Background: an optimization exercise with open tools, aiming at small area. Do not read the settings as production practice.
The RTL was checked by simulation tests, not by an equivalence proof against the original design.
No driver is modelled on the clock port, so clock power and skew are understated where the tree is cut down; a real chip needs a root buffer or a tree.
Power figures rest on the tool's default switching activity, not on a simulated workload.

run 2:
Design ROM, start of the top module:
module ROM (
    input wire sys_clk,
    input wire sys_rst_n,
    input wire [1:0] key,
    output wire stcp,
    output wire shcp,
    output wire ds,
    output wire oe
);
    wire key1_hit, key2_hit;
    wire [1:0] a_hun;
    wire [3:0] a_ten, a_unit;
    key_filter key1_filter_inst(.sys_clk(sys_clk), .sys_rst_n(sys_rst_n),
        .key_in(key[0]), .key_hit(key1_hit));
    key_filter key2_filter_inst(.sys_clk(sys_clk), .sys_rst_n(sys_rst_n),
        .key_in(key[1]), .key_hit(key2_hit));
    rom_ctrl rom_ctrl_inst(.sys_clk(sys_clk), .sys_rst_n(sys_rst_n),
        .key1_hit(key1_hit), .key2_hit(key2_hit),
        .hun(a_hun), .ten(a_ten), .unit(a_unit));
    seg_595_dynamic seg_595_dynamic_inst(.sys_clk(sys_clk), .sys_rst_n(sys_rst_n),
        .hun(a_hun), .ten(a_ten), .unit(a_unit),
        .stcp(stcp), .shcp(shcp), .ds(ds), .oe(oe));
endmodule
Settings: LEC_CHECK=0, CAP_MARGIN=20, CORE_MARGIN=2, CORE_UTILIZATION=40, CTS_BUF_LIST=sky130_fd_sc_hd__clkbuf_4, CTS_CLUSTER_SIZE=30, SLEW_MARGIN=20; clock period 5.0 ns.
run.sh (not shown) runs the stock make flow with config.mk's settings and CLKGATE_MAP_FILE= SYNTH_SCRIPT=/design/flow/synth_recipe.tcl, a recipe that flattens the netlist after the stock synthesis.
> inputs changed (run 2 -> run 1)
# run 2
export LEC_CHECK = 0
export CAP_MARGIN = 20
export CORE_MARGIN = 2
export CORE_UTILIZATION = 40
export CTS_BUF_LIST = sky130_fd_sc_hd__clkbuf_4
export CTS_CLUSTER_SIZE = 30
export SLEW_MARGIN = 20
create_clock -name core_clock -period 5.0 [get_ports {sys_clk}]
# run 1
export LEC_CHECK = 0
export CAP_MARGIN = 20
export CORE_MARGIN = 2
export CORE_UTILIZATION = 40
export SLEW_MARGIN = 20
create_clock -name core_clock -period 5.0 [get_ports {sys_clk}]
## What came out
- As far as number of antenna violations at the first check in global routing goes, run 1 and run 2 are indistinguishable; the numbers are identical.
- NOTE cell area run 2->run 1 increased by a few percent
- Clock network power share, run 2 and run 1: lower on run 2
- Going from run 2 to run 1, global router's overall resource usage grows by 0.30 points.
- [compare] base=run 2 new=run 1: remaining number of nets flagged by the antenna check after routing essentially unchanged, proportion of final cell area spent on non-clock buffers neither gained nor lost much, global-route wire length before repair +140 um, initial cell density of the core shows no meaningful change, power density of the placed cells increased about 9%.

* * *

ROM, a different RTL version from the one above (not shown whole).
Size: about 63 flip-flops, roughly 8 I/O pins, roughly 0.0025 mm2 of cells after synthesis.
==> flow/config.mk <==
export PLATFORM = sky130hd
export DESIGN_NAME = ROM
export DESIGN_NICKNAME = ROM
export VERILOG_FILES = /design/flow/design.v
export SDC_FILE = /design/flow/constraint.sdc
export NUM_CORES = 4
export LEC_CHECK = 0
export CAP_MARGIN = 0
export CORE_MARGIN = 2
export CORE_UTILIZATION = 70
export GPL_TIMING_DRIVEN = 0
export SLEW_MARGIN = 0
==> flow/constraint.sdc <==
create_clock -name core_clock -period 5.0 [get_ports {sys_clk}]
set_input_delay 1.0000 -clock core_clock [delete_from_list [all_inputs] [get_ports {sys_clk}]]
set_output_delay 1.0000 -clock core_clock [all_outputs]
set_load 0.01 [all_outputs]
standard.sh (not shown) runs the stock make flow with config.mk's settings and CLKGATE_MAP_FILE= SYNTH_SCRIPT=/design/flow/synth_recipe.tcl, a recipe that flattens the netlist after the stock synthesis.
==> flow/flow/run.sh <==
#!/bin/bash
set -euo pipefail
W=$PWD
F=$W/flow
cat > "$W/area_synth.tcl" <<EOT
proc abc {args} {
  set i [lsearch -exact \$args -script]
  if {\$i >= 0} { lset args [expr {\$i + 1}] $F/abc_area.script }
  yosys abc {*}\$args
}
source $W/synth_recipe.tcl
EOT
export MANUAL_CTS_NET=sys_clk MANUAL_CTS_N=2 MANUAL_CTS_BUF=sky130_fd_sc_hd__clkbuf_16
bash "$W/standard.sh" synth "SYNTH_SCRIPT=$W/area_synth.tcl" > "$W/synth.log" 2>&1
bash "$W/standard.sh" finish "SYNTH_SCRIPT=$W/area_synth.tcl" "PRE_CTS_TCL=$F/manual_cts.tcl" "BUFFER_PORTS_ARGS=-buffer_cell sky130_fd_sc_hd__buf_1" > "$W/layout.log" 2>&1
==> flow/flow/manual_cts.tcl <==
# Clock tree made here instead of by TritonCTS (run as cts.tcl's PRE_CTS_TCL
# hook): the clock pins are split into MANUAL_CTS_N groups by position
# (k-means), and one clock buffer (MANUAL_CTS_BUF) at the centre of each group
# drives that group's clock pins. The clock port drives only these buffers,
# so every register gets the clock through exactly one buffer.
set block [ord::get_db_block]
set db [ord::get_db]
set clk [$block findNet $::env(MANUAL_CTS_NET)]
set master [$db findMaster $::env(MANUAL_CTS_BUF)]
set k $::env(MANUAL_CTS_N)
set sinks [$clk getITerms]
set xs {}
set ys {}
foreach it $sinks {
  set b [[$it getInst] getBBox]
  lappend xs [expr {([$b xMin] + [$b xMax]) / 2.0}]
  lappend ys [expr {([$b yMin] + [$b yMax]) / 2.0}]
}
set n [llength $sinks]
# initial centres: sinks spread along the sorted x order
set order [lsort -real -indices $xs]
set cx {}
set cy {}
for {set c 0} {$c < $k} {incr c} {
  set i [lindex $order [expr {int(($c + 0.5) * $n / $k)}]]
  lappend cx [lindex $xs $i]
  lappend cy [lindex $ys $i]
}
for {set iter 0} {$iter < 50} {incr iter} {
  set asg {}
  for {set i 0} {$i < $n} {incr i} {
    set best 0
    set bd 1e30
    for {set c 0} {$c < $k} {incr c} {
      set d [expr {abs([lindex $xs $i] - [lindex $cx $c]) + abs([lindex $ys $i] - [lindex $cy $c])}]
      if {$d < $bd} { set bd $d; set best $c }
    }
    lappend asg $best
  }
  for {set c 0} {$c < $k} {incr c} {
    set sx 0.0; set sy 0.0; set m 0
    for {set i 0} {$i < $n} {incr i} {
      if {[lindex $asg $i] == $c} {
        set sx [expr {$sx + [lindex $xs $i]}]; set sy [expr {$sy + [lindex $ys $i]}]; incr m
      }
    }
    if {$m > 0} { lset cx $c [expr {$sx / $m}]; lset cy $c [expr {$sy / $m}] }
  }
}
for {set c 0} {$c < $k} {incr c} {
  set buf [odb::dbInst_create $block $master clkbuf_manual_$c]
  set net [odb::dbNet_create $block clknet_manual_$c]
  $net setSigType CLOCK
  [$buf findITerm A] connect $clk
  [$buf findITerm X] connect $net
  set m 0
  for {set i 0} {$i < $n} {incr i} {
    if {[lindex $asg $i] == $c} {
      set it [lindex $sinks $i]
      $it disconnect
      $it connect $net
      incr m
    }
  }
  $buf setLocation [expr {int([lindex $cx $c])}] [expr {int([lindex $cy $c])}]
  $buf setPlacementStatus PLACED
  puts "manual clock tree: buffer $c ([$master getName]) drives $m clock pins"
}
proc clock_tree_synthesis {args} { puts "clock_tree_synthesis skipped: clock tree made by manual_cts.tcl" }
set_propagated_clock [all_clocks]
Other scripts of this flow, unchanged in this note and not shown: flow/flow/abc_area.script
Change:
--- a/flow/flow/run.sh
+++ b/flow/flow/run.sh
@@ -13 +13 @@
-export MANUAL_CTS_NET=sys_clk MANUAL_CTS_N=2 MANUAL_CTS_BUF=sky130_fd_sc_hd__clkbuf_16
+export MANUAL_CTS_NET=sys_clk MANUAL_CTS_N=3 MANUAL_CTS_BUF=sky130_fd_sc_hd__buf_8
Result: Via count went down by 0.61%. Design area is unchanged. Power decreases by 0.76%. Core utilization stays the same. Sequential share of layout area does not change. Worst setup slack stays flat. Wire length fell by 2.3%.
Change:
--- a/flow/flow/run.sh
+++ b/flow/flow/run.sh
@@ -13 +13 @@
-export MANUAL_CTS_NET=sys_clk MANUAL_CTS_N=3 MANUAL_CTS_BUF=sky130_fd_sc_hd__buf_8
+export MANUAL_CTS_NET=sys_clk MANUAL_CTS_N=2 MANUAL_CTS_BUF=sky130_fd_sc_hd__clkbuf_16
CAP_MARGIN = 20   (was 0)
SLEW_MARGIN = 20   (was 0)
Outcome: The changed run ran to the end with no violations. Setup slack barely changes. Clock power rose by about 3%. Worst hold slack gains 22 ps. Fmax barely changes. Via count hardly moves.
In every run of this note, the design's own scripts or RTL, not TritonCTS, make the clock network.

## separate check: timing with driven ports
Ports are ideal in the flow. The routed layouts listed here were re-timed in OpenROAD. Step 1 sets driving cells, clkbuf_16 on the clock port and buf_2 on the other inputs (assumed; they add their load-dependent delay and slew). Step 2 adds t to the input delays and takes it off the output delays; t is the mean of the earliest and latest rising clock arrival at the registers after step 1. Input paths then give back, and output paths get back, about the clock's delay inside the block. Slacks: ideal / step 1 / step 2; pairs: ideal / step 1.
| run | t, ns | setup WS [ns] | latest minus earliest clock arrival (ns) |
|---|---|---|---|
| run 2 | 0.421 | 1.377 / 1.347 / 1.347 | 0.011 / 0.011 |
| run 1 | 0.371 | 1.372 / 1.342 / 1.342 | 0.007 / 0.007 |
| the first run of note 2 | 0.210 | 1.614 / 1.588 / 1.588 | 0.024 / 0.024 |
| the second run of note 2 | 0.191 | 1.612 / 1.585 / 1.585 | 0.028 / 0.027 |
| the third run of note 2 | 0.209 | 1.613 / 1.585 / 1.585 | 0.025 / 0.025 |
After both steps setup and hold are still met in every run listed.
